This is an optimization exercise on Yosys and OpenROAD, whose aim is small area, not a production implementation.
In this exercise RTL edits were held to simulation tests only and were not proved equivalent to the original.

==> flow/design.v, too long to show whole: its modules and the start of the top module <==
// module top: 208 lines
// module lane0: 398 lines
// module lane1: 400 lines
// module lane2: 400 lines
// module l1eng: 1141 lines
module top (
    input clk,
    input rst_n,
    input [7:0] pixel_in,
    input pixel_valid,
    output [6:0] hex,
    output finish,
    output signed [11:0] score0,
    output signed [11:0] score1
);
  // ...
==> flow/flow/run.sh <==
#!/bin/bash
# Standard layout, with one netlist clean-up between synthesis and floorplan:
# flow/fixinv.py chooses the polarity of adder and simple two-input cells so that fewer
# inverters are needed (see its header). Registers, ports and all other cells are kept.
set -e
bash standard.sh synth > synth.log 2>&1
R=orfs/results/$FLOW_PLATFORM/top/base
cp $R/1_2_yosys.v 1_2_yosys.standard.v
python3 flow/fixinv.py 1_2_yosys.standard.v 1_2_yosys.fixinv.v > fixinv.log 2>&1
cp 1_2_yosys.fixinv.v $R/1_2_yosys.v
rm -f $R/1_synth.odb $R/1_synth.sdc
bash standard.sh finish > layout.log 2>&1
==> flow/flow/fixinv.py <==
#!/usr/bin/env python3
"""Netlist clean-up between synthesis and floorplan: fewer inverters.

Yosys maps adders to full/half-adder cells with inverters between them wherever the two
sides disagree on polarity. Many of those inverters can go:
  * a full adder is self-dual, FA(~a,~b,~c) = (~cout,~sum), so it can be "flipped";
  * an XOR/XNOR gate can take any input or output complemented (swap xor2 <-> xnor2);
  * a two-input AND/OR-type gate can take any polarity by choosing among
    and2/nand2/or2/nor2/nor2b/nand2b;
  * a half adder can be rebuilt from an XOR/XNOR gate and such a two-input gate.
Simulated annealing picks the polarities that minimise total cell area (inverters plus the
area of the chosen cells), then the netlist is rewritten. Registers, ports and all other
cells are kept as they are; the result is logically identical.

usage: fixinv4.py IN.v OUT.v
"""
import re, sys, random, math
from collections import defaultdict

P = 'sky130_fd_sc_hd__'
A_INV = 3.7536
OUTPINS = {'X', 'Y', 'Q', 'Q_N', 'COUT', 'SUM', 'HI', 'LO'}
CELL_RE = re.compile(r'^\s*(sky130_fd_sc_hd__\w+)\s+(\S+)\s*\((.*?)\);\s*$', re.S | re.M)
RESTARTS, SWEEPS = 6, 300
# AND-family: function = ((a^pa) & (b^pb)) ^ po
AND_IMPL = {
    (0, 0, 0): ('and2_1', 6.256, [('A', 'a'), ('B', 'b')], 'X'),
    (0, 0, 1): ('nand2_1', 3.7536, [('A', 'a'), ('B', 'b')], 'Y'),
    (1, 1, 0): ('nor2_1', 3.7536, [('A', 'a'), ('B', 'b')], 'Y'),
    (1, 1, 1): ('or2_1', 6.256, [('A', 'a'), ('B', 'b')], 'X'),
    (1, 0, 0): ('nor2b_1', 6.256, [('A', 'a'), ('B_N', 'b')], 'Y'),
    (0, 1, 0): ('nor2b_1', 6.256, [('A', 'b'), ('B_N', 'a')], 'Y'),
    (1, 0, 1): ('nand2b_1', 6.256, [('A_N', 'a'), ('B', 'b')], 'Y'),
    (0, 1, 1): ('nand2b_1', 6.256, [('A_N', 'b'), ('B', 'a')], 'Y'),
}
# original AND-family cells: (pin a, pin b, out pin, (pa, pb, po), area)
AND_CELLS = {
    'and2_0': ('A', 'B', 'X', (0, 0, 0), 6.256), 'and2_1': ('A', 'B', 'X', (0, 0, 0), 6.256),
    'nand2_1': ('A', 'B', 'Y', (0, 0, 1), 3.7536),
    'or2_0': ('A', 'B', 'X', (1, 1, 1), 6.256), 'or2_1': ('A', 'B', 'X', (1, 1, 1), 6.256),
    'nor2_1': ('A', 'B', 'Y', (1, 1, 0), 3.7536),
    'nor2b_1': ('A', 'B_N', 'Y', (1, 0, 0), 6.256), 'and2b_1': ('A_N', 'B', 'X', (1, 0, 0), 7.5072),
    'nand2b_1': ('A_N', 'B', 'Y', (1, 0, 1), 6.256), 'or2b_1': ('A', 'B_N', 'X', (1, 0, 1), 7.5072),
}
XOR_CELLS = {'xor2_1': ('A', 'B', 'X', 0), 'xnor2_1': ('A', 'B', 'Y', 1)}

def main(src, dst):
    text = open(src).read()
    cells = []
    for m in CELL_RE.finditer(text):
        pins = [(pm.group(1), pm.group(2).strip()) for pm in re.finditer(r'\.(\w+)\(([^()]*)\)', m.group(3))]
        cells.append({'type': m.group(1), 'name': m.group(2), 'pins': pins, 'span': (m.start(), m.end())})
    head, tail = text[:cells[0]['span'][0]], text[cells[-1]['span'][1]:]
    outs = set(m.group(2) for m in re.finditer(r'^\s*output\s+(\[[^\]]*\]\s*)?(\w+);', head, re.M))
    def is_port(net): return net.split('[')[0].strip() in outs
    driver = {}
    for i, c in enumerate(cells):
        for pin, net in c['pins']:
            if pin in OUTPINS: driver[net] = (i, pin)
    inv_of = {}
    for i, c in enumerate(cells):
        if c['type'] == P + 'inv_1':
            p = dict(c['pins'])
            if not is_port(p['Y']): inv_of[p['Y']] = (p['A'], i)
    removable = set(i for (_, i) in inv_of.values())
    def base(net):
        pol = 0
        while net in inv_of:
            net = inv_of[net][0]; pol ^= 1
        return net, pol
    # ---- nodes ----
    nv = 0
    in_var = {}    # (cell, pin) -> var   (pin receives complement when var = 1)
    out_var = {}   # (cell, pin) -> var   (output carries complement when var = 1)
    node_vars = {}
    kind = {}
    for i, c in enumerate(cells):
        t = c['type'][len(P):]
        if i in removable: continue
        if t == 'fa_1':
            v = nv; nv += 1
            for pin in ('A', 'B', 'CIN'): in_var[(i, pin)] = v
            for pin in ('COUT', 'SUM'): out_var[(i, pin)] = v
            kind[i] = 'fa'; node_vars[i] = [v]
        elif t == 'ha_1':
            va, vb, vs, vc = nv, nv + 1, nv + 2, nv + 3; nv += 4
            in_var[(i, 'A')] = va; in_var[(i, 'B')] = vb
            out_var[(i, 'SUM')] = vs; out_var[(i, 'COUT')] = vc
            kind[i] = 'ha'; node_vars[i] = [va, vb, vs, vc]
        elif t in XOR_CELLS:
            pa, pb, po, _ = XOR_CELLS[t]
            va, vb, vo = nv, nv + 1, nv + 2; nv += 3
            in_var[(i, pa)] = va; in_var[(i, pb)] = vb; out_var[(i, po)] = vo
            kind[i] = 'xor'; node_vars[i] = [va, vb, vo]
        elif t in AND_CELLS:
            pa, pb, po, pol, area = AND_CELLS[t]
            va, vb, vo = nv, nv + 1, nv + 2; nv += 3
            in_var[(i, pa)] = va; in_var[(i, pb)] = vb; out_var[(i, po)] = vo
            kind[i] = 'and'; node_vars[i] = [va, vb, vo]
    x = [0] * nv
    def node_cost(i):
        k = kind[i]
        if k == 'fa' or k == 'xor': return 0.0
        vs = [x[v] for v in node_vars[i]]
        if k == 'ha':
            if vs == [0, 0, 0, 0]: return 12.512
            return 8.7584 + AND_IMPL[(vs[0], vs[1], vs[3])][1]
        t = cells[i]['type'][len(P):]
        pa, pb, po, pol, area = AND_CELLS[t]
        if vs == [0, 0, 0]: return area
        return AND_IMPL[(pol[0] ^ vs[0], pol[1] ^ vs[1], pol[2] ^ vs[2])][1]
    # ---- classes ----
    cls_drv = {}; cls_sinks = defaultdict(list); cls_fixed = defaultdict(set)
    for i, c in enumerate(cells):
        if i in removable: continue
        for pin, net in c['pins']:
            if pin in OUTPINS: continue
            b, pol = base(net)
            v = in_var.get((i, pin), -1)
            if v < 0: cls_fixed[b].add(pol)
            else: cls_sinks[b].append((v, pol))
    for net in list(driver.keys()):
        if is_port(net):
            b, pol = base(net); cls_fixed[b].add(pol)
    blist = sorted(set(cls_sinks) | set(cls_fixed))
    C_drv = []
    for b in blist:
        d = driver.get(b)
        C_drv.append(out_var.get(d, -1) if d else -1)
    C_sinks = [cls_sinks[b] for b in blist]
    C_fixed = [cls_fixed[b] for b in blist]
    bidx = {b: k for k, b in enumerate(blist)}
    touch = defaultdict(list)
    for k, b in enumerate(blist):
        vs = set([C_drv[k]] if C_drv[k] >= 0 else []) | set(v for v, _ in C_sinks[k])
        for v in vs: touch[v].append(k)
    var_node = {}
    for i, vs in node_vars.items():
        for v in vs: var_node[v] = i
    def ccost(k):
        dv = C_drv[k]; dp = x[dv] if dv >= 0 else 0
        for w in C_fixed[k]:
            if w != dp: return A_INV
        for (v, pol) in C_sinks[k]:
            if (pol ^ x[v]) != dp: return A_INV
        return 0.0
    def total_cost():
        return sum(ccost(k) for k in range(len(blist))) + sum(node_cost(i) for i in node_vars)
    t0 = total_cost()
    print(f'inverters {sum(1 for c in cells if c["type"] == P + "inv_1")}, model {t0:.1f}', file=sys.stderr)
    best, best_x = t0, x[:]
    for seed in range(RESTARTS):
        rnd = random.Random(seed + 1)
        x[:] = [0] * nv
        tot = total_cost()
        for it in range(SWEEPS):
            T = 8.0 * (0.08 / 8.0) ** (it / (SWEEPS - 1)) if it < SWEEPS - 20 else 0.0
            order = list(range(nv)); rnd.shuffle(order)
            for v in order:
                ks = touch[v]; ni = var_node[v]
                before = sum(ccost(k) for k in ks) + node_cost(ni)
                x[v] ^= 1
                d = sum(ccost(k) for k in ks) + node_cost(ni) - before
                if d <= 1e-9 or (T > 0 and rnd.random() < math.exp(-d / T)):
                    tot += d
                else:
                    x[v] ^= 1
            if tot < best - 1e-9: best, best_x = tot, x[:]
        print(f'restart {seed}: {tot:.1f} (best {best:.1f})', file=sys.stderr)
    x[:] = best_x
    # ---- rewrite ----
    newcells, extra_wires, invnet = [], [], {}
    def get_inv(b):
        if b not in invnet:
            n = f'_fixinv{len(invnet)}_'
            invnet[b] = n; extra_wires.append(n)
            newcells.append({'type': P + 'inv_1', 'name': f'_fixinv_cell{len(invnet)}_', 'pins': [('A', b), ('Y', n)]})
        return invnet[b]
    def dpol(b):
        k = bidx.get(b)
        if k is None: return 0
        dv = C_drv[k]
        return x[dv] if dv >= 0 else 0
    def actual(net, want_rel):
        b, pol = base(net)
        return b if (pol ^ want_rel) == dpol(b) else get_inv(b)
    changed = 0
    for i, c in enumerate(cells):
        if i in removable: continue
        k = kind.get(i); p = dict(c['pins'])
        if k is None:
            newcells.append({'type': c['type'], 'name': c['name'],
                             'pins': [(pin, net if pin in OUTPINS else actual(net, 0)) for pin, net in c['pins']]})
        elif k == 'fa':
            f = x[node_vars[i][0]]
            newcells.append({'type': c['type'], 'name': c['name'],
                             'pins': [(pin, net if pin in OUTPINS else actual(net, f)) for pin, net in c['pins']]})
        elif k == 'ha':
            na, nb, ns, nc = [x[v] for v in node_vars[i]]
            a = actual(p['A'], na); b = actual(p['B'], nb)
            if [na, nb, ns, nc] == [0, 0, 0, 0]:
                newcells.append({'type': c['type'], 'name': c['name'], 'pins': [('A', a), ('B', b), ('COUT', p['COUT']), ('SUM', p['SUM'])]})
            else:
                changed += 1
                sx = na ^ nb ^ ns
                newcells.append({'type': P + ('xnor2_1' if sx else 'xor2_1'), 'name': c['name'] + '_s',
                                 'pins': [('A', a), ('B', b), ('Y' if sx else 'X', p['SUM'])]})
                cell, area, pm, op = AND_IMPL[(na, nb, nc)]
                newcells.append({'type': P + cell, 'name': c['name'] + '_c',
                                 'pins': [(pn, a if s_ == 'a' else b) for pn, s_ in pm] + [(op, p['COUT'])]})
        elif k == 'xor':
            t = c['type'][len(P):]
            pa, pb, po, inv0 = XOR_CELLS[t]
            na, nb, no = [x[v] for v in node_vars[i]]
            a = actual(p[pa], na); b = actual(p[pb], nb)
            sx = inv0 ^ na ^ nb ^ no
            if (na, nb, no) != (0, 0, 0): changed += 1
            newcells.append({'type': P + ('xnor2_1' if sx else 'xor2_1'), 'name': c['name'],
                             'pins': [('A', a), ('B', b), ('Y' if sx else 'X', p[po])]})
        else:
            t = c['type'][len(P):]
            pa, pb, po, pol, area = AND_CELLS[t]
            na, nb, no = [x[v] for v in node_vars[i]]
            a = actual(p[pa], na); b = actual(p[pb], nb)
            if (na, nb, no) == (0, 0, 0):
                newcells.append({'type': c['type'], 'name': c['name'],
                                 'pins': [(pin, net if pin in OUTPINS else actual(net, 0)) for pin, net in c['pins']]})
            else:
                changed += 1
                cell, area2, pm, op = AND_IMPL[(pol[0] ^ na, pol[1] ^ nb, pol[2] ^ no)]
                newcells.append({'type': P + cell, 'name': c['name'],
                                 'pins': [(pn, a if s_ == 'a' else b) for pn, s_ in pm] + [(op, p[po])]})
    for net in list(driver.keys()):
        if is_port(net):
            b, pol = base(net)
            if b == net and dpol(b) != 0: raise SystemExit(f'port net {net} would carry a complement')
    esc = lambda n: n + ' ' if n.startswith('\\') else n
    body = ''.join(f"  {c['type']} {esc(c['name'])} (\n" + ',\n'.join(f"    .{pp}({esc(n)})" for pp, n in c['pins']) + '\n  );\n' for c in newcells)
    open(dst, 'w').write(head.rstrip() + '\n' + ''.join(f'  wire {w};\n' for w in extra_wires) + body + tail)
    print(f'inverters now {sum(1 for c in newcells if c["type"] == P + "inv_1")}, cells changed {changed}', file=sys.stderr)

if __name__ == '__main__':
    main(sys.argv[1], sys.argv[2])
==> flow/standard.sh <==
#!/bin/bash
# synth_recipe.tcl (not shown) runs the flow's synth.tcl, then flattens the netlist and writes it again
# the make line also repeats each setting of config.mk as NAME=value (left out here)
make -C /OpenROAD-flow-scripts/flow DESIGN_CONFIG=/design/flow/config.mk WORK_HOME=/design/flow/orfs CLKGATE_MAP_FILE= SYNTH_SCRIPT=/design/flow/synth_recipe.tcl "${@:-finish}"
==> flow/config.mk <==
export PLATFORM = sky130hd
export DESIGN_NAME = top
export DESIGN_NICKNAME = top
export VERILOG_FILES = /design/flow/design.v
export SDC_FILE = /design/flow/constraint.sdc
export NUM_CORES = 8
export LEC_CHECK = 0
export CAP_MARGIN = 20
export CORE_MARGIN = 2
export CORE_UTILIZATION = 40
export CTS_BUF_LIST = sky130_fd_sc_hd__clkbuf_16
export CTS_CLUSTER_DIAMETER = 100
export CTS_CLUSTER_SIZE = 24
export SLEW_MARGIN = 20
==> flow/constraint.sdc <==
create_clock -name core_clock -period 13.0 [get_ports {clk}]
set_input_delay 2.6000 -clock core_clock [delete_from_list [all_inputs] [get_ports {clk}]]
set_output_delay 2.6000 -clock core_clock [all_outputs]
set_load 0.01 [all_outputs]
==> summary.md, run 1 <==
| Metric | Value |
|---|---|
| Initial DRC count | `6348` |
| Outcome | `finished clean` |
| R2R Path End | `q3[21]$_DFFE_PP_` |
| Total core area | `202000 sq um` |
| Hold Startpoint | `sr[78]$_DFFE_PP_` |
| Layout cell share with drive strength beyond 1 | `6.61%` |
| R2r setup slk | `2930 ps` |
| Crit path kind | `reg -> reg` |
| PostCTS Resize Cnt | `0` |
| WL met2 | `122 mm` |
| Final Hold Fails | `0` |
| Max reg flops | `448` |
| Placed Area | `85100 sq um` |
| Later-pin clock latency in the skew report | `740 ps` |
| Max Clock Freq | `99.3 MHz` |
| Overall Global Routing Usage | `25.2%` |
| Crit-path max FO | `12` |
| Deepest clock path buffer count | `3` |
| Slew HR | `13.9%` |
| Cells after synthesis | `5809` |
| Post-route cell area | `87500 sq um` |
| Gr busiest metal | `met2` |
==> run 2, diff against run 1 <==
==> flow/flow/run.sh (replaced) <==
#!/bin/bash
# Standard layout with two changes to how the netlist is made (registers are untouched):
#  1. synthesis maps the logic with flow/abc.script, an area-oriented ABC script (the
#     standard one also buffers and upsizes for speed, which this design does not need);
#  2. flow/fixinv.py then chooses the polarity of adder and simple two-input cells so that
#     fewer inverters are needed (see its header).
# Floorplan through finish are the standard steps (standard.sh).
set -e
W=$PWD
rm -rf "$W/scripts_abc"
cp -r "$FLOW_HOME/scripts" "$W/scripts_abc"
cp flow/abc.script "$W/scripts_abc/abc_speed.script"
sed "s|make -C |make SCRIPTS_DIR=$W/scripts_abc -C |" standard.sh > standard_abc.sh
bash standard_abc.sh synth > synth.log 2>&1
R=orfs/results/$FLOW_PLATFORM/top/base
cp $R/1_2_yosys.v 1_2_yosys.abc.v
python3 flow/fixinv.py 1_2_yosys.abc.v 1_2_yosys.fixinv.v > fixinv.log 2>&1
cp 1_2_yosys.fixinv.v $R/1_2_yosys.v
rm -f $R/1_synth.odb $R/1_synth.sdc
bash standard.sh finish > layout.log 2>&1
==> flow/flow/abc.script (new file) <==
&get -n
&st
&dch
&nf -a
&st
&syn2
&dch -f
&nf -a
&st
&synch2
&nf -a
&st
&dch -f
&nf -a
&put
--- a/flow/flow/fixinv.py
+++ b/flow/flow/fixinv.py
@@ -59,7 +59,7 @@
             if pin in OUTPINS: driver[net] = (i, pin)
     inv_of = {}
     for i, c in enumerate(cells):
-        if c['type'] == P + 'inv_1':
+        if c['type'] in (P + 'inv_1', P + 'clkinv_1'):
             p = dict(c['pins'])
             if not is_port(p['Y']): inv_of[p['Y']] = (p['A'], i)
     removable = set(i for (_, i) in inv_of.values())
@@ -147,7 +147,7 @@
     def total_cost():
         return sum(ccost(k) for k in range(len(blist))) + sum(node_cost(i) for i in node_vars)
     t0 = total_cost()
-    print(f'inverters {sum(1 for c in cells if c["type"] == P + "inv_1")}, model {t0:.1f}', file=sys.stderr)
+    print(f'inverters {sum(1 for c in cells if c["type"] in (P + "inv_1", P + "clkinv_1"))}, model {t0:.1f}', file=sys.stderr)
     best, best_x = t0, x[:]
     for seed in range(RESTARTS):
         rnd = random.Random(seed + 1)
--- a/flow/config.mk
+++ b/flow/config.mk
@@ -11,4 +11,5 @@
 export CTS_BUF_LIST = sky130_fd_sc_hd__clkbuf_16
 export CTS_CLUSTER_DIAMETER = 100
 export CTS_CLUSTER_SIZE = 24
+export GPL_TIMING_DRIVEN = 0
 export SLEW_MARGIN = 20
==> run 2 against run 1 <==
  * Setup slack got worse by 950 ps
  * Critical path type unchanged
  * Hold slack improved by 0.50 ps
  * Via count shrank 3.2%
  * Final cell count is 2.2% lower
  * Register-to-register slack got worse by 950 ps
  * Design area about the same
  * Wire length decreased by 10%
==> summary.md, run 2 <==
| Metric | Value |
|---|---|
| Worst-path clk slew | `90 ps (about the same)` |
| WP data required | `13390 ps (was 13540 ps)` |
| Setup TNS | `0 ps (unchanged)` |
| R2r setup slk | `1980 ps (was 2930 ps)` |
| Multi-input logic area | `38300 sq um (was 39400 sq um)` |
| Register name with the most flops | `sr (unchanged)` |
| Layout cell share with drive strength beyond 1 | `6.41% (was 6.61%)` |
| Initial antenna violation count | `7 (was 11)` |
| R2R cell count | `28 (was 23)` |
| # rows | `163 (was 165)` |
| HP Class | `reg -> reg (unchanged)` |
| Number of port buffers | `41 (unchanged)` |
| Hold_buf cts | `0 (unchanged)` |
| Vias in the first global route | `51400 (about the same)` |
| R2R Path End | `q3[5]$_DFFE_PP_ (was q3[21]$_DFFE_PP_)` |
| Inst Count DP | `8155 (was 8329)` |
| Grt total ovfl | `0 (unchanged)` |
| Final Hold Fails | `0 (unchanged)` |
| Outcome | `finished clean (unchanged)` |
| Hold Path End | `sr[138]$_DFFE_PP_ (was sr[86]$_DFFE_PP_)` |
| Die ar. | `201000 sq um (was 207000 sq um)` |
| Yosys warning count | `1 (unchanged)` |
| Slew Limit Fails | `0 (unchanged)` |
| Post-CTS setup buffer count | `0 (unchanged)` |
| TritonCTS buffer count | `69 (was 71)` |
| Most frequent cells in the layout | `edfxtp_1, fa_1, xnor2_1 (was edfxtp_1, fa_1, a22oi_1)` |
| Reg2reg start | `col[1]$_DFFE_PN0P_ (unchanged)` |
| Clock Sinks | `1352 (unchanged)` |
| Max Clock Freq | `90.7 MHz (was 99.3 MHz)` |
| DP HPWL | `171 mm (was 192 mm)` |
| Final Net Count | `6612 (was 6732)` |
| Crit path DAT | `11420 ps (was 10610 ps)` |
| CTS tree | `yes (unchanged)` |
| Worst-Margin Slew | `1250 ps (was 1290 ps)` |
| Drt total wl | `233 mm (was 261 mm)` |
| CP delay by family, top | `adder cells (unchanged)` |
| CP Launch Type | `flop (unchanged)` |
| Global-route wire length before repair | `345 mm (was 374 mm)` |
| Largest stage delay, worst path | `900 ps (was 670 ps)` |
| Fill cells | `17500 (was 18100)` |
| Crit end category | `flop (unchanged)` |
| Drt drc | `0 (unchanged)` |
| Chip Height | `448 um (was 455 um)` |
| Crit path kind | `reg -> reg (unchanged)` |
| RSZ-0062 raised after global routing | `no (unchanged)` |
| Max H-tree Level | `3 (unchanged)` |
| Slew HR | `16.5% (was 13.9%)` |
| Seq. cell area | `40000 sq um (about the same)` |
| N_diodes | `0 (was 3)` |
| Avg Synthesized Cell Area | `14.7 sq um (was 14.0 sq um)` |
| Hold Startpoint | `sr[130]$_DFFE_PP_ (was sr[78]$_DFFE_PP_)` |
| CP most frequent cell | `fa_1 (unchanged)` |
| Final Wtd Congestion | `0.972 (was 1.02)` |
| Max reg flops | `448 (unchanged)` |
| Finish-stage setup viols | `0 (unchanged)` |
| DR WL/cell | `28.3 um (was 30.9 um)` |
| Final cell count without fillers | `8259 (was 8443)` |
| Cells after synthesis | `5357 (was 5809)` |
| Starting Density | `40.1% (was 40.2%)` |
| Minimum clock period | `11020 ps (was 10070 ps)` |
| Crit-path max FO | `12 (unchanged)` |
| Root buf cell | `clkbuf_16 (unchanged)` |
| Overall Global Routing Usage | `23.4% (was 25.2%)` |
| Buf/Inv on CP | `4 (was 2)` |
| Worst hold path depth | `0 (unchanged)` |
| Area Overhead vs Synth | `10.7% (was 7.56%)` |
| Ports | `43 (unchanged)` |
| Slowest CP cell | `nand2_1 (unchanged)` |
| Pin count of the biggest net entering global routing | `49 (was 168)` |
| Max_cap viols | `0 (unchanged)` |
| Commonest non-fill, non-tap cell in the layout | `edfxtp_1 (unchanged)` |
| Syn nets | `6380 (was 6811)` |
| Initial DRC count | `6525 (was 6348)` |
| Vias per cell | `5.92 (was 5.98)` |
| Later-pin clock latency in the skew report | `740 ps (about the same)` |
| Horiz. Die Dim | `448 um (was 455 um)` |
| Routed Antenna Nets | `0 (unchanged)` |
| Period utilization | `84.8% (was 77.5%)` |
| First-pass iteration count of the detailed router | `9 (was 8)` |
| Clock skew | `41.7 ps (was 49.1 ps)` |
| Total core area | `197000 sq um (was 202000 sq um)` |
| PostCTS Resize Cnt | `0 (unchanged)` |
| Mapped Area | `78900 sq um (was 81300 sq um)` |
| Total number of vias | `48900 (was 50500)` |
| Deepest clock path buffer count | `3 (unchanged)` |
## run 2: how the worst max path moves through the flow
stage	start	endpoint	slack (ps)	depth (start not counted)
2_1_floorplan	sr[8]$_DFFE_PP_	q0[0]$_DFFE_PP_	3610	21
3_5_place_dp	col[1]$_DFFE_PN0P_	q3[5]$_DFFE_PP_	1810	28
5_1_grt	col[1]$_DFFE_PN0P_	q4[5]$_DFFE_PP_	1540	28
3_3_place_gp	e_fc$_DFF_PN0_	s1_4[22]$_DFFE_PP_	80	32
6_report	col[1]$_DFFE_PN0P_	q3[5]$_DFFE_PP_	1980	28
4_1_cts	col[1]$_DFFE_PN0P_	q3[5]$_DFFE_PP_	1790	28
## run 2: through the flow
| stage | area (sq um) | util, % | worst slack, ps | hold slack [ps] |
|---|---|---|---|---|
| 6_report | 87400 | 44.4 | 1980 | 416 |
| 5_1_grt | 87400 | 44.4 | 1540 | 422 |
| 4_1_cts | 87300 | 44.4 | 1790 | 414 |
| 3_5_place_dp | 85300 | 43.3 | 1810 | 405 |
| 3_3_place_gp | 82700 | 42.0 | 75.7 | 403 |
| 2_1_floorplan | 79000 | - | 3610 | 400 |
## run 2: layout make-up
cell class	count	area share, %
Sequential cell	1352	45.8
Multi-Input combinational cell	3704	43.8
Tap cell	2640	3.78
Timing Repair Buffer	161	2.88
Clock buffer	70	2.00
Inverter	272	1.17
Clock inverter	31	0.346
Buffer	29	0.249
## run 2: worst reg2reg max path: cells and delay by family (launching register included)
family                     cells  cell delay [ps]
DFF                            1              440
and+or+nand+nor                6             2090
adders and majority gates     16             6720
AOI/OAI and AO/OA              1              130
xor gates and xnor gates       1              620
buffers and inverters          4              770
## run 2: routing by layer
metal	vias up	routed length (um)	track usage, %
met5	-	30	0
met4	4	10200	8.86
met3	488	19600	4.44
met2	2306	110000	37.8
met1	25600	93700	31.6
li1	20500	-	-
==> run 3, diff against run 2 <==
--- a/flow/config.mk
+++ b/flow/config.mk
@@ -11,5 +11,4 @@
 export CTS_BUF_LIST = sky130_fd_sc_hd__clkbuf_16
 export CTS_CLUSTER_DIAMETER = 100
 export CTS_CLUSTER_SIZE = 24
-export GPL_TIMING_DRIVEN = 0
 export SLEW_MARGIN = 20
==> run 3 against run 2 <==
  * Synthesized cell count did not move
  * Wire length rose by 5.8%
==> summary.md, run 3 <==
| Metric | Value |
|---|---|
| Starting Density | `40.1% (unchanged)` |
| HP Class | `reg -> reg (unchanged)` |
| Initial DRC count | `6450 (was 6525)` |
| Max reg flops | `448 (unchanged)` |
| First-pass iteration count of the detailed router | `9 (unchanged)` |
| Minimum clock period | `10030 ps (was 11020 ps)` |
| Area Overhead vs Synth | `9.38% (was 10.7%)` |
| Slew HR | `21.7% (was 16.5%)` |
| Chip Height | `448 um (unchanged)` |
| Worst-Margin Slew | `1180 ps (was 1250 ps)` |
| Post-place setup slack | `2950 ps (was 1810 ps)` |
| Pin count of the biggest net entering global routing | `176 (was 49)` |
| Buf/Inv on CP | `2 (was 4)` |
| CP most frequent cell | `fa_1 (unchanged)` |
| Routed Antenna Nets | `0 (unchanged)` |
| Total core area | `197000 sq um (unchanged)` |
| CP delay by family, top | `adder cells (unchanged)` |
| Final Wtd Congestion | `0.993 (was 0.972)` |
| # rows | `163 (unchanged)` |
| Root buf cell | `clkbuf_16 (unchanged)` |
| Grt total ovfl | `0 (unchanged)` |
| Slew Limit Fails | `0 (unchanged)` |
| DR WL/cell | `29.8 um (was 28.3 um)` |
| Total number of vias | `48800 (was 48900)` |
| RSZ-0062 raised after global routing | `no (unchanged)` |
| Crit-path max FO | `12 (unchanged)` |
| Worst hold slack | `409 ps (was 416 ps)` |
| Layout cell share with drive strength beyond 1 | `5.79% (was 6.41%)` |
| Slowest CP cell | `nand2_1 (unchanged)` |
| Deepest clock path buffer count | `3 (unchanged)` |
| CTS tree | `yes (unchanged)` |
| Max_cap viols | `0 (unchanged)` |
| Crit path DAT | `10530 ps (was 11420 ps)` |
| Die ar. | `201000 sq um (unchanged)` |
| Final Hold Fails | `0 (unchanged)` |
| Crit path kind | `reg -> reg (unchanged)` |
| Max H-tree Level | `3 (unchanged)` |
| Setup ws final | `2970 ps (was 1980 ps)` |
| Most frequent cells in the layout | `edfxtp_1, fa_1, xnor2_1 (unchanged)` |
| CP cell instances | `inv_1, nand2_1, nor2_1, nand4b_1, nand2_1, inv_1, fa_1, fa_1, fa_1, fa_1, fa_1, fa_1, fa_1, fa_1, fa_1, fa_1, fa_1, fa_1, fa_1, fa_1, fa_1, fa_1, nor2_1` |
| Yosys warning count | `1 (unchanged)` |
| Period utilization | `77.1% (was 84.8%)` |
| Later-pin clock latency in the skew report | `740 ps (about the same)` |
| Mapped Area | `78900 sq um (unchanged)` |
| Fill cells | `17600 (was 17500)` |
| Vias in the first global route | `50800 (was 51400)` |
| Post-route cell area | `86300 sq um (was 87400 sq um)` |
| Cells after synthesis | `5357 (unchanged)` |
| WP data required | `13500 ps (was 13390 ps)` |
| Post-CTS setup buffer count | `0 (unchanged)` |
| Setup TNS | `0 ps (unchanged)` |
| Finish-stage setup viols | `0 (unchanged)` |
| PostCTS Resize Cnt | `0 (unchanged)` |
| CP Launch Type | `flop (unchanged)` |
| Clock skew | `55.1 ps (was 41.7 ps)` |
| Multi-input logic area | `38000 sq um (was 38300 sq um)` |
| Largest stage delay, worst path | `660 ps (was 900 ps)` |
| Overall Global Routing Usage | `24.7% (was 23.4%)` |
| Horiz. Die Dim | `448 um (unchanged)` |
| Outcome | `finished clean (unchanged)` |
| Avg Synthesized Cell Area | `14.7 sq um (unchanged)` |
| Ports | `43 (unchanged)` |
| Clock Sinks | `1352 (unchanged)` |
| Final Net Count | `6636 (was 6612)` |
| Register name with the most flops | `sr (unchanged)` |
| Worst-path clk slew | `90 ps (about the same)` |
| Global-route wire length before repair | `359 mm (was 345 mm)` |
| Crit end category | `flop (unchanged)` |
| Placed Area | `84000 sq um (was 85300 sq um)` |
| Syn nets | `6380 (unchanged)` |
| DP HPWL | `178 mm (was 171 mm)` |
| Max Clock Freq | `99.7 MHz (was 90.7 MHz)` |
| Hold_buf cts | `0 (unchanged)` |
| Vias per cell | `5.89 (was 5.92)` |
| Drt drc | `0 (unchanged)` |
| Initial antenna violation count | `9 (was 7)` |
| TritonCTS buffer count | `71 (was 69)` |
| Seq. cell area | `40000 sq um (about the same)` |
| Number of port buffers | `41 (unchanged)` |
| Drt total wl | `247 mm (was 233 mm)` |
| Commonest non-fill, non-tap cell in the layout | `edfxtp_1 (unchanged)` |
==> run 3: changes by cell type in the layout (fill, tap and decap cells not counted), moves of 13 or more <==
cell,change
o21ai_2,-22
buf_4,+116
buf_8,-13
buf_16,-44
o21ai_0,+23
buf_2,-15
==> run 3: final timing paths <==
kind / start / endpoint / slack, ps / cells after the start
worst min register to register: sr[105]$_DFFE_PP_ / sr[113]$_DFFE_PP_ / 410 / 0
worst max-delay path: col[1]$_DFFE_PN0P_ / q3[17]$_DFFE_PP_ / 2970 / 23
max in group asynchronous: rst_n / rp[2]$_DFFE_PN0P_ / 10530 / 2
min in group asynchronous: rst_n / fin$_DFFE_PN0P_ / 1980 / 2
worst max register to register: col[1]$_DFFE_PN0P_ / q3[17]$_DFFE_PP_ / 2970 / 23
worst min-delay path: sr[105]$_DFFE_PP_ / sr[113]$_DFFE_PP_ / 410 / 0
==> run 3: cell type report <==
class,instances,area share (%)
diodes,1,0.00290
clock inverters,38,0.491
flip-flops and latches,1352,46.3
inverters,272,1.18
well taps,2640,3.83
clock buffers,72,2.09
multi-input cells,3704,44.0
repair buffers,212,2.06
==> run 3: through the flow <==
stage	util [%]	instances
after global routing	43.9	8290
after global placement	42.7	8177
after detailed placement	42.7	8177
final	43.9	8291
after CTS	43.8	8287
after floorplan	-	5357
==> run 3: worst register-to-register path: stages, from the launching register on <==
cell	delay, ps
dfrtp_1	430
inv_1	90
nand2_1	60
nor2_1	130
nand4b_1	460
nand2_1	670
inv_1	350
fa_1	570
fa_1	560
fa_1	440
fa_1	510
fa_1	510
fa_1	420
fa_1	410
fa_1	390
fa_1	400
fa_1	400
fa_1	390
fa_1	380
fa_1	390
fa_1	390
fa_1	390
fa_1	660
nor2_1	390
==> run 3: per-layer routing <==
layer  track usage, %  part of all wire, %
met5                0                    0
met4             9.95                  4.6
met3             4.06                  8.0
met2             40.1                   48
met1             33.1                   40
==> run 4, diff against run 3 <==
--- a/flow/config.mk
+++ b/flow/config.mk
@@ -8,7 +8,7 @@
 export CAP_MARGIN = 20
 export CORE_MARGIN = 2
 export CORE_UTILIZATION = 40
-export CTS_BUF_LIST = sky130_fd_sc_hd__clkbuf_16
-export CTS_CLUSTER_DIAMETER = 100
-export CTS_CLUSTER_SIZE = 24
+export CTS_BUF_LIST = sky130_fd_sc_hd__clkbuf_8 sky130_fd_sc_hd__clkbuf_16
+export CTS_CLUSTER_DIAMETER = 90
+export CTS_CLUSTER_SIZE = 20
 export SLEW_MARGIN = 20
==> run 4 against run 3 <==
  * Die area is the same
  * Register-to-register slack got worse by 30 ps
  * Synthesized cell count did not move
  * Non-clock buffer count decreased by 1
  * Clock skew decreased by 12 ps
  * Wire length is 0.24% higher
  * Sequential share of layout area down 0.23 points
  * Critical endpoint is now q4[13]$_DFFE_PP_
==> summary.md, run 4 <==
| Metric | Value |
|---|---|
| Outcome | `finished clean (unchanged)` |
| Period utilization | `77.3% (was 77.1%)` |
| Cells after synthesis | `5357 (unchanged)` |
| Inst Count DP | `8177 (unchanged)` |
| Final Hold Fails | `0 (unchanged)` |
| Vias in the first global route | `51000 (was 50800)` |
| Crit path kind | `reg -> reg (unchanged)` |
| Crit path DAT | `10610 ps (was 10530 ps)` |
| CP Launch Type | `flop (unchanged)` |
| Total number of vias | `49100 (was 48800)` |
| DR WL/cell | `29.8 um (about the same)` |
| CTS tree | `yes (unchanged)` |
| Drt drc | `0 (unchanged)` |
| Overall Global Routing Usage | `24.8% (was 24.7%)` |
| Deepest clock path buffer count | `3 (unchanged)` |
| Routed Antenna Nets | `0 (unchanged)` |
| Max_cap viols | `0 (unchanged)` |
| Crit end category | `flop (unchanged)` |
| Hold Startpoint | `sr[273]$_DFFE_PP_ (was sr[105]$_DFFE_PP_)` |
| Total core area | `197000 sq um (unchanged)` |
| Post-place setup slack | `2950 ps (unchanged)` |
| Hold Path End | `sr[281]$_DFFE_PP_ (was sr[113]$_DFFE_PP_)` |
| TritonCTS buffer count | `87 (was 71)` |
| Max H-tree Level | `3 (unchanged)` |
| Ports | `43 (unchanged)` |
| Max Clock Freq | `99.5 MHz (was 99.7 MHz)` |
| CP delay by family, top | `adder cells (unchanged)` |
| Slowest CP cell | `nand2_1 (unchanged)` |
| Later-pin clock latency in the skew report | `770 ps (was 740 ps)` |
| Worst hold path depth | `0 (unchanged)` |
| Area Overhead vs Synth | `9.93% (was 9.38%)` |
| Initial DRC count | `6211 (was 6450)` |
| Post-route cell area | `86800 sq um (was 86300 sq um)` |
| Root buf cell | `clkbuf_16 (unchanged)` |
| Starting Density | `40.1% (unchanged)` |
| Hold_buf cts | `0 (unchanged)` |
| Most frequent cells in the layout | `edfxtp_1, fa_1, xnor2_1 (unchanged)` |
| Initial antenna violation count | `9 (unchanged)` |
| Post-CTS setup buffer count | `0 (unchanged)` |
| Final Net Count | `6651 (was 6636)` |
| Avg Synthesized Cell Area | `14.7 sq um (unchanged)` |
| Worst-path clk slew | `80 ps (was 90 ps)` |
| PostCTS Resize Cnt | `0 (unchanged)` |
| Pin count of the biggest net entering global routing | `176 (unchanged)` |
| Worst-Margin Slew | `1120 ps (was 1180 ps)` |
| CP cell instances | `inv_1, nand2_1, nor2_1, nand4b_1, nand2_1, inv_1, fa_1, fa_1, fa_1, fa_1, fa_1, fa_1, fa_1, fa_1, fa_1, fa_1, fa_1, fa_1, fa_1, fa_1, fa_1, fa_1, nor2_1 (unchanged)` |
| Commonest non-fill, non-tap cell in the layout | `edfxtp_1 (unchanged)` |
| Drt total wl | `247 mm (about the same)` |
| Syn nets | `6380 (unchanged)` |
| Grt total ovfl | `0 (unchanged)` |
| RSZ-0062 raised after global routing | `no (unchanged)` |
| Largest stage delay, worst path | `670 ps (was 660 ps)` |
| Final Wtd Congestion | `0.993 (unchanged)` |
| Fill cells | `17600 (about the same)` |
| WP data required | `13560 ps (was 13500 ps)` |
| CP most frequent cell | `fa_1 (unchanged)` |
| Clock Sinks | `1352 (unchanged)` |
| HP Class | `reg -> reg (unchanged)` |
| Buf/Inv on CP | `2 (unchanged)` |
| N_diodes | `0 (was 1)` |
| R2r setup slk | `2940 ps (was 2970 ps)` |
| R2R Path End | `q4[13]$_DFFE_PP_ (was q3[17]$_DFFE_PP_)` |
| Setup ws final | `2940 ps (was 2970 ps)` |
| Global-route wire length before repair | `360 mm (was 359 mm)` |
| Finish-stage setup viols | `0 (unchanged)` |
| Setup TNS | `0 ps (unchanged)` |
| Clock skew | `43.2 ps (was 55.1 ps)` |
| Slew HR | `24.8% (was 21.7%)` |
| Placed Area | `84000 sq um (unchanged)` |
| Crit-path max FO | `12 (unchanged)` |
| Die ar. | `201000 sq um (unchanged)` |
| Vias per cell | `5.90 (was 5.89)` |
| Number of port buffers | `41 (unchanged)` |
| Mapped Area | `78900 sq um (unchanged)` |
| First-pass iteration count of the detailed router | `7 (was 9)` |
| # rows | `163 (unchanged)` |
| Slew Limit Fails | `0 (unchanged)` |
| Minimum clock period | `10060 ps (was 10030 ps)` |
| Reg2reg start | `col[1]$_DFFE_PN0P_ (unchanged)` |
| Max reg flops | `448 (unchanged)` |
| DP HPWL | `178 mm (unchanged)` |
| Worst hold slack | `410 ps (was 409 ps)` |
| Register name with the most flops | `sr (unchanged)` |
| R2R cell count | `23 (unchanged)` |
| Horiz. Die Dim | `448 um (unchanged)` |
| Yosys warning count | `1 (unchanged)` |
| Final cell count without fillers | `8315 (was 8291)` |
| Chip Height | `448 um (unchanged)` |
| Layout cell share with drive strength beyond 1 | `6.17% (was 5.79%)` |
==> run 4: metal layers <==
metal	part of all wire, %	global-route usage, %
met1	40	33.1
met2	47	40.2
met3	8.1	4.20
met4	4.8	10.4
met5	0	0
==> run 4: cell type report <==
cell class,instances,area [sq um],area share [%]
Timing Repair Buffer,211,1760,2.03
Tap cell,2640,3300,3.81
Multi-Input combinational cell,3704,38000,43.8
Sequential cell,1352,40000,46.1
Clock buffer,87,2180,2.51
Inverter,272,1020,1.18
Clock inverter,49,505,0.582
==> run 4: worst register-to-register path: cells and delay by family, from the launching register on <==
family / cells / cell delay, ps
and+or+nand+nor: 5 / 1730
adders and majority gates: 16 / 7220
DFF: 1 / 430
buffers and inverters: 2 / 450
==> run 4: metrics by stage <==
step,util (%)
2_1_floorplan,-
3_3_place_gp,42.7
3_5_place_dp,42.7
4_1_cts,44.1
5_1_grt,44.1
6_report,44.1
==> run 4: worst max-delay path by stage <==
stage	startpoint	to	slack [ps]	cells after the start
global route	col[1]$_DFFE_PN0P_	q4[13]$_DFFE_PP_	2540	23
global placement	col[1]$_DFFE_PN0P_	q0[13]$_DFFE_PP_	3020	23
CTS	col[1]$_DFFE_PN0P_	q4[13]$_DFFE_PP_	2910	23
floorplan	sr[8]$_DFFE_PP_	q0[0]$_DFFE_PP_	3610	21
detailed placement	col[1]$_DFFE_PN0P_	q1[17]$_DFFE_PP_	2950	23
finish	col[1]$_DFFE_PN0P_	q4[13]$_DFFE_PP_	2940	23
==> module top, before the edit <==
module top (
    input clk,
    input rst_n,
    input [7:0] pixel_in,
    input pixel_valid,
    output [6:0] hex,
    output finish,
    output signed [11:0] score0,
    output signed [11:0] score1
);
    integer i;
    reg [7:0] pr;
    reg vr;
    always @(posedge clk) pr <= pixel_in;
    always @(posedge clk or negedge rst_n) if (!rst_n) vr <= 1'b0; else vr <= pixel_valid;
    reg [4:0] col;
    reg [3:0] row;
    always @(posedge clk or negedge rst_n)
        if (!rst_n) begin col <= 5'd0; row <= 4'd0; end
        else if (vr) begin
            if (col == 5'd27) begin col <= 5'd0; if (row != 4'd15) row <= row + 4'd1; end
            else col <= col + 5'd1;
        end
    reg [447:0] sr;
    always @(posedge clk) if (vr && col != 5'd26) sr <= {sr[439:0], pr};
    wire [7:0] t20 = sr[15:8], t21 = sr[7:0], t22 = pr;
    wire [7:0] t10 = sr[231:224], t11 = sr[223:216], t12 = sr[215:208];
    wire m00 = (row == 4'd2) && (col == 5'd1);   
    wire [7:0] t00 = m00 ? 8'd0 : sr[447:440];
    wire [7:0] t01 = sr[439:432], t02 = sr[431:424];
    wire [35:0] l1v;
    l1eng le (.t00(t00), .t01(t01), .t02(t02), .t10(t10), .t11(t11), .t12(t12), .t20(t20), .t21(t21), .t22(t22), .l1v(l1v));
    wire l1ev = vr && !row[0] && (row >= 4'd2) && (row <= 4'd14) && col[0] && (col <= 5'd25);
    wire [2:0] eR = row[3:1] - 3'd1;
    wire [3:0] eC = col[4:1];
    wire enq = l1ev;
    reg [35:0] q0;
    reg [35:0] q1;
    reg [35:0] q2;
    reg [35:0] q3;
    reg [35:0] q4;
    reg [2:0] wp, rp, cnt;
    always @(posedge clk) if (enq && wp == 3'd0) q0 <= l1v;
    always @(posedge clk) if (enq && wp == 3'd1) q1 <= l1v;
    always @(posedge clk) if (enq && wp == 3'd2) q2 <= l1v;
    always @(posedge clk) if (enq && wp == 3'd3) q3 <= l1v;
    always @(posedge clk) if (enq && wp == 3'd4) q4 <= l1v;
    reg [35:0] qh;
    always @* begin
        case (rp)
            3'd0: qh = q0;
            3'd1: qh = q1;
            3'd2: qh = q2;
            3'd3: qh = q3;
            3'd4: qh = q4;
            default: qh = 36'd0;
        endcase
    end
    reg [2:0] hr;
    reg [3:0] hu;
    reg started;
    reg [6:0] pend;
    reg [2:0] fst;   
    wire cm1 = (hu == 4'd0);
    wire reven = ~hr[0];
    wire codd = ~hu[0];
    wire [1:0] i2L = hr[2:1];
    wire [1:0] i2H = hr[0] ? hr[2:1] : hr[2:1] - 2'd1;
    wire hvalid = (hr != 3'd0);
    wire [2:0] j2L = hu[3:1];
    wire [2:0] j2H = hu[0] ? hu[3:1] : hu[3:1] - 3'd1;
    function needw(input [1:0] i, input [2:0] j);
        begin
            needw = ({i, j} == 5'd0) | ({i, j} == 5'd1) | ({i, j} == 5'd2) | ({i, j} == 5'd4) | ({i, j} == 5'd5) | ({i, j} == 5'd8) | ({i, j} == 5'd9) | ({i, j} == 5'd11) | ({i, j} == 5'd12) | ({i, j} == 5'd13) | ({i, j} == 5'd16) | ({i, j} == 5'd18) | ({i, j} == 5'd19) | ({i, j} == 5'd20);
        end
    endfunction
    wire m0 = hvalid & ~cm1 & needw(i2H, j2H);
    wire m4 = hvalid & codd & needw(i2H, j2L);
    wire m5 = reven & ~cm1 & needw(i2L, j2H);
    wire m6 = reven & codd & needw(i2L, j2L);
    wire cmp0 = m0 & reven & codd;   
    wire [4:0] hij = {i2H, j2H};
    wire [32:0] l3t = ({33{hij == 5'd0}} & 33'd10492933) | ({33{hij == 5'd1}} & 33'd8398857) | ({33{hij == 5'd2}} & 33'd8407042) | ({33{hij == 5'd4}} & 33'd4307554321) | ({33{hij == 5'd5}} & 33'd21006369) | ({33{hij == 5'd8}} & 33'd37816385) | ({33{hij == 5'd9}} & 33'd8521730) | ({33{hij == 5'd11}} & 33'd71307393) | ({33{hij == 5'd12}} & 33'd138676481) | ({33{hij == 5'd13}} & 33'd273156609) | ({33{hij == 5'd16}} & 33'd9439234) | ({33{hij == 5'd18}} & 33'd541069314) | ({33{hij == 5'd19}} & 33'd1077940226) | ({33{hij == 5'd20}} & 33'd2151682050);
    wire [6:0] vmask = {m6, m5, m4, cmp0 & l3t[22], cmp0 & l3t[11], cmp0 & l3t[0], m0};
    wire qne = (cnt != 3'd0);
    wire [6:0] wm = started ? pend : vmask;
    wire [6:0] low = wm & (~wm + 7'd1);
    wire [6:0] rest = wm & ~low;
    wire run = (fst == 3'd0);
    wire doop = qne && run;
    wire deq = doop && (rest == 7'd0);
    wire last = (hr == 3'd6) && (hu == 4'd10);
    always @(posedge clk or negedge rst_n)
        if (!rst_n) begin
            wp <= 3'd0; rp <= 3'd0; cnt <= 3'd0; hr <= 3'd0; hu <= 4'd1;
            started <= 1'b0; pend <= 7'd0; fst <= 3'd0;
        end else begin
            if (enq) wp <= (wp == 3'd4) ? 3'd0 : wp + 3'd1;
            if (deq) rp <= (rp == 3'd4) ? 3'd0 : rp + 3'd1;
            if (enq && !deq) cnt <= cnt + 3'd1;
            else if (deq && !enq) cnt <= cnt - 3'd1;
            if (doop) begin started <= (rest != 7'd0); pend <= rest; end
            if (deq) begin if (hu == 4'd12) begin hu <= 4'd0; hr <= hr + 3'd1; end else hu <= hu + 4'd1; end
            if (deq && last) fst <= 3'd1;
            else if (fst != 3'd0 && fst != 3'd4) fst <= fst + 3'd1;
        end
    wire isL2 = doop && (low[0] | low[4] | low[5] | low[6]);
    wire isL3 = doop && (low[1] | low[2] | low[3]);
    wire sH = low[0] | low[4];
    wire sB = low[0] | low[5];
    wire [1:0] oi = sH ? i2H : i2L;
    wire [2:0] oj = sB ? j2H : j2L;
    wire [4:0] oij = {oi, oj};
    wire [2:0] ah = {sH & reven, sH & ~reven, ~sH};
    wire [2:0] bh = {sB & codd, sB & ~codd, ~sB};
    wire [5:0] sloth = ({6{oij == 5'd0}} & 6'd1) | ({6{oij == 5'd1}} & 6'd2) | ({6{oij == 5'd2}} & 6'd4) | ({6{oij == 5'd4}} & 6'd8) | ({6{oij == 5'd5}} & 6'd16) | ({6{oij == 5'd8}} & 6'd32) | ({6{oij == 5'd9}} & 6'd1) | ({6{oij == 5'd11}} & 6'd2) | ({6{oij == 5'd12}} & 6'd4) | ({6{oij == 5'd13}} & 6'd8) | ({6{oij == 5'd16}} & 6'd16) | ({6{oij == 5'd18}} & 6'd1) | ({6{oij == 5'd19}} & 6'd32) | ({6{oij == 5'd20}} & 6'd2);
    wire [8:0] p3 = ({9{low[1]}} & l3t[9:1]) | ({9{low[2]}} & l3t[20:12]) | ({9{low[3]}} & l3t[31:23]);
    wire init2 = ah[0] && (bh[0] || (bh[1] && (oij == 5'd0)));
    wire init3 = (low[1] & l3t[10]) | (low[2] & l3t[21]) | (low[3] & l3t[32]);
    wire [2:0] l3h = low[3:1];
    reg e_l2, e_l3, e_mx, e_fc, e_cmp, e_init;
    reg [8:0] e_sel;   
    reg [18:0] e_opk;   
    reg [8:0] e_wr;
    always @(posedge clk or negedge rst_n)
        if (!rst_n) begin
            e_l2 <= 1'b0; e_l3 <= 1'b0; e_mx <= 1'b0; e_fc <= 1'b0; e_cmp <= 1'b0;
        end else begin
            e_l2 <= isL2; e_l3 <= isL3;
            e_mx <= (fst == 3'd1) || (fst == 3'd2);
            e_fc <= (fst == 3'd3);
            e_cmp <= doop && low[0] && cmp0;
        end
    always @(posedge clk) begin
        e_init <= (isL2 && init2) || (isL3 && init3) || (fst == 3'd3);
        e_sel <= {(fst == 3'd2), (fst == 3'd1), 7'd0} | ({9{isL2 && !init2}} & {3'd0, sloth}) | ({9{isL3 && !init3}} & {l3h, 6'd0});
        e_wr <= ({9{isL2}} & {3'd0, sloth}) | ({9{isL3}} & {l3h, 6'd0});
        e_opk <= {(fst == 3'd3), {9{isL3}} & p3, {9{isL2}} & {ah[2] & bh[2] , ah[2] & bh[1] , ah[2] & bh[0] , ah[1] & bh[2] , ah[1] & bh[1] , ah[1] & bh[0] , ah[0] & bh[2] , ah[0] & bh[1] , ah[0] & bh[0]}};
    end
    reg [35:0] qx;
    always @(posedge clk) if (e_cmp) qx <= {r2_2, r2_1, r2_0}; else if (isL2) qx <= qh;
    wire [35:0] l3y;
    wire [35:0] xs = e_fc ? l3y : qx;
    wire e_acc = e_l2 | e_l3;
    reg [21:0] s0_0, s0_1, s0_2, s0_3, s0_4, s0_5;
    reg [21:0] a0_11, a0_12, a0_16;
    wire [21:0] ai0 = ({22{e_sel[0]}} & s0_0) | ({22{e_sel[1]}} & s0_1) | ({22{e_sel[2]}} & s0_2) | ({22{e_sel[3]}} & s0_3) | ({22{e_sel[4]}} & s0_4) | ({22{e_sel[5]}} & s0_5) | ({22{e_sel[6]}} & a0_11) | ({22{e_sel[7]}} & a0_12) | ({22{e_sel[8]}} & a0_16);
    wire [21:0] rd0 = ai0;
    wire [21:0] o0;
    lane0 u0 (.opk(e_opk), .x0(xs[11:0]), .x1(xs[23:12]), .x2(xs[35:24]), .acc(ai0), .out(o0));
    wire signed [14:0] rs0 = rd0[21:7], as0 = a0_11[21:7];
    wire gt0 = rs0 > as0;
    always @(posedge clk) if (e_wr[0]) s0_0 <= o0[21:0];
    always @(posedge clk) if (e_wr[1]) s0_1 <= o0[21:0];
    always @(posedge clk) if (e_wr[2]) s0_2 <= o0[21:0];
    always @(posedge clk) if (e_wr[3]) s0_3 <= o0[21:0];
    always @(posedge clk) if (e_wr[4]) s0_4 <= o0[21:0];
    always @(posedge clk) if (e_wr[5]) s0_5 <= o0[21:0];
    always @(posedge clk) if (e_wr[6] || (e_mx && gt0)) a0_11 <= o0[21:0];
    always @(posedge clk) if (e_wr[7] || e_fc) a0_12 <= o0[21:0];
    always @(posedge clk) if (e_wr[8]) a0_16 <= o0[21:0];
    wire [11:0] r2_0 = o0[21] ? 12'd0 : o0[15:4];   
    assign l3y[11:0] = a0_11[21] ? 12'd0 : a0_11[18:7];
    reg [22:0] s1_0, s1_1, s1_2, s1_3, s1_4, s1_5;
    reg [21:0] a1_11, a1_12, a1_16;
    wire [22:0] ai1 = ({23{e_sel[0]}} & s1_0) | ({23{e_sel[1]}} & s1_1) | ({23{e_sel[2]}} & s1_2) | ({23{e_sel[3]}} & s1_3) | ({23{e_sel[4]}} & s1_4) | ({23{e_sel[5]}} & s1_5) | ({23{e_sel[6]}} & {{1{a1_11[21]}}, a1_11}) | ({23{e_sel[7]}} & {{1{a1_12[21]}}, a1_12}) | ({23{e_sel[8]}} & {{1{a1_16[21]}}, a1_16});
    wire [22:0] rd1 = ai1;
    wire [22:0] o1;
    lane1 u1 (.opk(e_opk), .x0(xs[11:0]), .x1(xs[23:12]), .x2(xs[35:24]), .acc(ai1), .out(o1));
    wire signed [15:0] rs1 = rd1[22:7], as1 = {{1{a1_11[21]}}, a1_11[21:7]};
    wire gt1 = rs1 > as1;
    always @(posedge clk) if (e_wr[0]) s1_0 <= o1[22:0];
    always @(posedge clk) if (e_wr[1]) s1_1 <= o1[22:0];
    always @(posedge clk) if (e_wr[2]) s1_2 <= o1[22:0];
    always @(posedge clk) if (e_wr[3]) s1_3 <= o1[22:0];
    always @(posedge clk) if (e_wr[4]) s1_4 <= o1[22:0];
    always @(posedge clk) if (e_wr[5]) s1_5 <= o1[22:0];
    always @(posedge clk) if (e_wr[6] || (e_mx && gt1)) a1_11 <= o1[21:0];
    always @(posedge clk) if (e_wr[7] || e_fc) a1_12 <= o1[21:0];
    always @(posedge clk) if (e_wr[8]) a1_16 <= o1[21:0];
    wire [11:0] r2_1 = o1[22] ? 12'd0 : o1[15:4];   
    assign l3y[23:12] = a1_11[21] ? 12'd0 : a1_11[18:7];
    reg [21:0] s2_0, s2_1, s2_2, s2_3, s2_4, s2_5;
    reg [22:0] a2_11, a2_12, a2_16;
    wire [22:0] ai2 = ({23{e_sel[0]}} & {{1{s2_0[21]}}, s2_0}) | ({23{e_sel[1]}} & {{1{s2_1[21]}}, s2_1}) | ({23{e_sel[2]}} & {{1{s2_2[21]}}, s2_2}) | ({23{e_sel[3]}} & {{1{s2_3[21]}}, s2_3}) | ({23{e_sel[4]}} & {{1{s2_4[21]}}, s2_4}) | ({23{e_sel[5]}} & {{1{s2_5[21]}}, s2_5}) | ({23{e_sel[6]}} & a2_11) | ({23{e_sel[7]}} & a2_12) | ({23{e_sel[8]}} & a2_16);
    wire [22:0] rd2 = ai2;
    wire [22:0] o2;
    lane2 u2 (.opk(e_opk), .x0(xs[11:0]), .x1(xs[23:12]), .x2(xs[35:24]), .acc(ai2), .out(o2));
    wire signed [15:0] rs2 = rd2[22:7], as2 = a2_11[22:7];
    wire gt2 = rs2 > as2;
    always @(posedge clk) if (e_wr[0]) s2_0 <= o2[21:0];
    always @(posedge clk) if (e_wr[1]) s2_1 <= o2[21:0];
    always @(posedge clk) if (e_wr[2]) s2_2 <= o2[21:0];
    always @(posedge clk) if (e_wr[3]) s2_3 <= o2[21:0];
    always @(posedge clk) if (e_wr[4]) s2_4 <= o2[21:0];
    always @(posedge clk) if (e_wr[5]) s2_5 <= o2[21:0];
    always @(posedge clk) if (e_wr[6] || (e_mx && gt2)) a2_11 <= o2[22:0];
    always @(posedge clk) if (e_wr[7]) a2_12 <= o2[22:0];
    always @(posedge clk) if (e_wr[8]) a2_16 <= o2[22:0];
    wire [11:0] r2_2 = o2[22] ? 12'd0 : o2[15:4];   
    assign l3y[35:24] = a2_11[22] ? 12'd0 : a2_11[18:7];
    reg fin;
    always @(posedge clk or negedge rst_n) if (!rst_n) fin <= 1'b0; else if (e_fc) fin <= 1'b1;
    assign finish = fin;
    assign score0 = a0_12[18:7];
    assign score1 = a1_12[18:7];
    assign hex = !finish ? 7'h7F : (score1 > score0) ? 7'b1000000 : 7'b1111001;
endmodule
==> run 5, diff against run 4 <==
--- a/flow/design.v
+++ b/flow/design.v
@@ -9,10 +9,8 @@
     output signed [11:0] score1
 );
     integer i;
-    reg [7:0] pr;
-    reg vr;
-    always @(posedge clk) pr <= pixel_in;
-    always @(posedge clk or negedge rst_n) if (!rst_n) vr <= 1'b0; else vr <= pixel_valid;
+    wire [7:0] pr = pixel_in;
+    wire vr = pixel_valid;
     reg [4:0] col;
     reg [3:0] row;
     always @(posedge clk or negedge rst_n)
--- a/flow/config.mk
+++ b/flow/config.mk
@@ -8,7 +8,7 @@
 export CAP_MARGIN = 20
 export CORE_MARGIN = 2
 export CORE_UTILIZATION = 40
-export CTS_BUF_LIST = sky130_fd_sc_hd__clkbuf_8 sky130_fd_sc_hd__clkbuf_16
-export CTS_CLUSTER_DIAMETER = 90
-export CTS_CLUSTER_SIZE = 20
+export CTS_BUF_LIST = sky130_fd_sc_hd__clkbuf_16
+export CTS_CLUSTER_DIAMETER = 100
+export CTS_CLUSTER_SIZE = 24
 export SLEW_MARGIN = 20
==> run 5 against run 4 <==
  * Via count rose by 0.54%
  * Register-to-register slack got worse by 630 ps
  * Critical path type is now in -> reg
  * Hold slack got worse by 7.1 ps
  * Die area fell by 0.36%
  * Setup slack got worse by 1300 ps
  * First-iteration DRC count rose by 3.8%
  * Still clean on timing, DRC and antenna
  * Fmax fell by 12%
==> summary.md, run 5 <==
| Metric | Value |
|---|---|
| PostCTS Resize Cnt | `0 (unchanged)` |
| Period utilization | `87.7% (was 77.3%)` |
| Outcome | `finished clean (unchanged)` |
| Setup ws final | `1600 ps (was 2940 ps)` |
| Root buf cell | `clkbuf_16 (unchanged)` |
| Setup TNS | `0 ps (unchanged)` |
| Pin count of the biggest net entering global routing | `177 (was 176)` |
| Vias in the first global route | `51100 (was 51000)` |
| CP Launch Type | `input port (was flop)` |
| HP Class | `reg -> reg (unchanged)` |
| WP data required | `13520 ps (was 13560 ps)` |
| Register name with the most flops | `sr (unchanged)` |
| Slew Limit Fails | `0 (unchanged)` |
| Final Net Count | `6593 (was 6651)` |
| Final Hold Fails | `0 (unchanged)` |
| Crit end category | `flop (unchanged)` |
| Drt total wl | `247 mm (about the same)` |
| Slowest CP cell | `clkdlybuf4s50_1 (was nand2_1)` |
| Horiz. Die Dim | `447 um (was 448 um)` |
| DP HPWL | `175 mm (was 178 mm)` |
| Mapped Area | `78700 sq um (was 78900 sq um)` |
| Ports | `43 (unchanged)` |
| Inst Count DP | `8155 (was 8177)` |
| DR WL/cell | `29.9 um (was 29.8 um)` |
| Layout cell share with drive strength beyond 1 | `5.69% (was 6.17%)` |
| Hold_buf cts | `0 (unchanged)` |
| Total number of vias | `49300 (was 49100)` |
| Reg2reg start | `e_opk[10]$_DFF_P_ (was col[1]$_DFFE_PN0P_)` |
| Later-pin clock latency in the skew report | `750 ps (was 770 ps)` |
| RSZ-0062 raised after global routing | `no (unchanged)` |
| Total core area | `195000 sq um (was 197000 sq um)` |
| Max Clock Freq | `87.7 MHz (was 99.5 MHz)` |
| Drt drc | `0 (unchanged)` |
| Syn nets | `6343 (was 6380)` |
| Crit-path max FO | `12 (unchanged)` |
| Area Overhead vs Synth | `9.12% (was 9.93%)` |
| Number of port buffers | `41 (unchanged)` |
| Largest stage delay, worst path | `640 ps (was 670 ps)` |
| R2R cell count | `31 (was 23)` |
| Post-place setup slack | `853 ps (was 2950 ps)` |
| Worst-path clk slew | `90 ps (was 80 ps)` |
| Clock skew | `55.1 ps (was 43.2 ps)` |
| Buf/Inv on CP | `3 (was 2)` |
| Stages on worst setup path | `23 (unchanged)` |
| Cells after synthesis | `5354 (was 5357)` |
| Worst Setup SP | `pixel_in[1] (was col[1]$_DFFE_PN0P_)` |
| CP delay by family, top | `adder cells (unchanged)` |
| Crit path DAT | `11930 ps (was 10610 ps)` |
| Vias per cell | `5.97 (was 5.90)` |
| Overall Global Routing Usage | `24.8% (about the same)` |
| Commonest non-fill, non-tap cell in the layout | `edfxtp_1 (unchanged)` |
| Yosys warning count | `1 (unchanged)` |
| Deepest clock path buffer count | `3 (unchanged)` |
| Grt total ovfl | `0 (unchanged)` |
| Routed Antenna Nets | `0 (unchanged)` |
| Chip Height | `447 um (was 448 um)` |
| Max H-tree Level | `3 (unchanged)` |
| Initial DRC count | `6445 (was 6211)` |
| Finish-stage setup viols | `0 (unchanged)` |
| TritonCTS buffer count | `70 (was 87)` |
| Starting Density | `40.3% (was 40.1%)` |
| Max_cap viols | `0 (unchanged)` |
| Crit path kind | `in -> reg (was reg -> reg)` |
| Minimum clock period | `11400 ps (was 10060 ps)` |
| Clock Sinks | `1343 (was 1352)` |
| Worst hold slack | `402 ps (was 410 ps)` |
| R2r setup slk | `2310 ps (was 2940 ps)` |
| Final Wtd Congestion | `0.996 (was 0.993)` |
| Avg Synthesized Cell Area | `14.7 sq um (about the same)` |
| Global-route wire length before repair | `359 mm (was 360 mm)` |
| R2R Path End | `qx[23]$_DFFE_PP_ (was q4[13]$_DFFE_PP_)` |
| Worst-Margin Slew | `1200 ps (was 1120 ps)` |
| Most frequent cells in the layout | `edfxtp_1, fa_1, xor2_1 (was edfxtp_1, fa_1, xnor2_1)` |
| Critical Path End | `q2[2]$_DFFE_PP_ (was q4[13]$_DFFE_PP_)` |
| CP most frequent cell | `fa_1 (unchanged)` |
| Final cell count without fillers | `8262 (was 8315)` |
| Max reg flops | `448 (unchanged)` |
| Initial antenna violation count | `1 (was 9)` |
| First-pass iteration count of the detailed router | `6 (was 7)` |
| Slew HR | `19.5% (was 24.8%)` |
| Die ar. | `200000 sq um (was 201000 sq um)` |
| CP cell instances | `clkdlybuf4s50_1, inv_1, xnor2_1, fa_1, fa_1, fa_1, fa_1, fa_1, fa_1, fa_1, fa_1, fa_1, fa_1, fa_1, fa_1, fa_1, fa_1, fa_1, fa_1, fa_1, xor2_1, buf_4, nor2_1 (was inv_1, nand2_1, nor2_1, nand4b_1, nand2_1, inv_1, fa_1, fa_1, fa_1, fa_1, fa_1, fa_1, fa_1, fa_1, fa_1, fa_1, fa_1, fa_1, fa_1, fa_1, fa_1, fa_1, nor2_1)` |
| CTS tree | `yes (unchanged)` |
| # rows | `162 (was 163)` |
| Post-CTS setup buffer count | `0 (unchanged)` |
==> run 5: area by class of cell <==
type | instances | area (sq um)
antenna | 1 | 2.50
fill | 17500 | 109000
clock inverter | 35 | 385
multi-input combinational | 3708 | 37900
timing repair buffer | 207 | 1700
inverter | 274 | 1030
clock buffer | 70 | 1750
tap | 2624 | 3280
sequential | 1343 | 39800
==> run 5: routing by layer <==
metal  global-route usage [%]  vias up  wire [um]
li1                         -    20400          -
met1                     32.9    25800      97400
met2                     40.0     2478     116000
met3                     4.51      585      20400
met4                     10.5        0      12500
met5                        0        -          0
==> run 5: how the worst min path moves through the flow <==
stage	depth (start not counted)	start	endpoint
finish	0	sr[137]$_DFFE_PP_	sr[145]$_DFFE_PP_
global route	0	sr[137]$_DFFE_PP_	sr[145]$_DFFE_PP_
CTS	0	sr[137]$_DFFE_PP_	sr[145]$_DFFE_PP_
detailed placement	0	sr[110]$_DFFE_PP_	sr[118]$_DFFE_PP_
global placement	0	sr[396]$_DFFE_PP_	sr[404]$_DFFE_PP_
floorplan	0	sr[92]$_DFFE_PP_	sr[100]$_DFFE_PP_
==> run 5: metrics by stage <==
| stage | utilization, % | area [sq um] |
|---|---|---|
| floorplan | - | 78700 |
| global placement | 42.8 | 83600 |
| detailed placement | 42.9 | 83700 |
| CTS | 44.0 | 85800 |
| global route | 44.0 | 85800 |
| finish | 44.0 | 85800 |

[what the ideal ports hide]
The flow's constraints put no driver on any port. The routed layouts listed below were extracted and timed again, unchanged, in two steps. Step 1, drivers: a clkbuf_16 drives clk and a buf_2 each remaining input, both assumed. Step 2 moves the port delays by t, midway between the first and last clock arrival at a register: inputs arrive t later, outputs are due t later. That takes back most of the time a late clock gives input paths. Slacks: ideal ports / drivers / drivers and shift; pairs: ideal ports / drivers.
| run | t (ns) | setup slack, ns | hold slack, ns | clock arrival spread, ns | slew at the worst register clock pin (ns) |
|---|---|---|---|---|---|
| run 1 | 0.801 | 2.930 / 2.930 / 2.930 | 0.416 / 0.416 / 0.416 | 0.054 / 0.054 | 0.10 / 0.10 |
| run 2 | 0.800 | 1.977 / 1.977 / 1.977 | 0.416 / 0.416 / 0.416 | 0.046 / 0.047 | 0.10 / 0.10 |
| run 3 | 0.802 | 2.971 / 2.971 / 2.971 | 0.409 / 0.409 / 0.409 | 0.055 / 0.055 | 0.11 / 0.11 |
| run 4 | 0.843 | 2.945 / 2.945 / 2.945 | 0.410 / 0.410 / 0.410 | 0.045 / 0.045 | 0.10 / 0.10 |
| run 5 | 0.806 | 1.597 / 1.656 / 0.850 | 0.402 / 0.402 / 0.402 | 0.055 / 0.056 | 0.10 / 0.10 |
After both steps setup and hold are still met in every run listed. The setup slack of run 5, which loses most, moves by +0.059 ns with the drivers and by -0.747 ns with both steps.
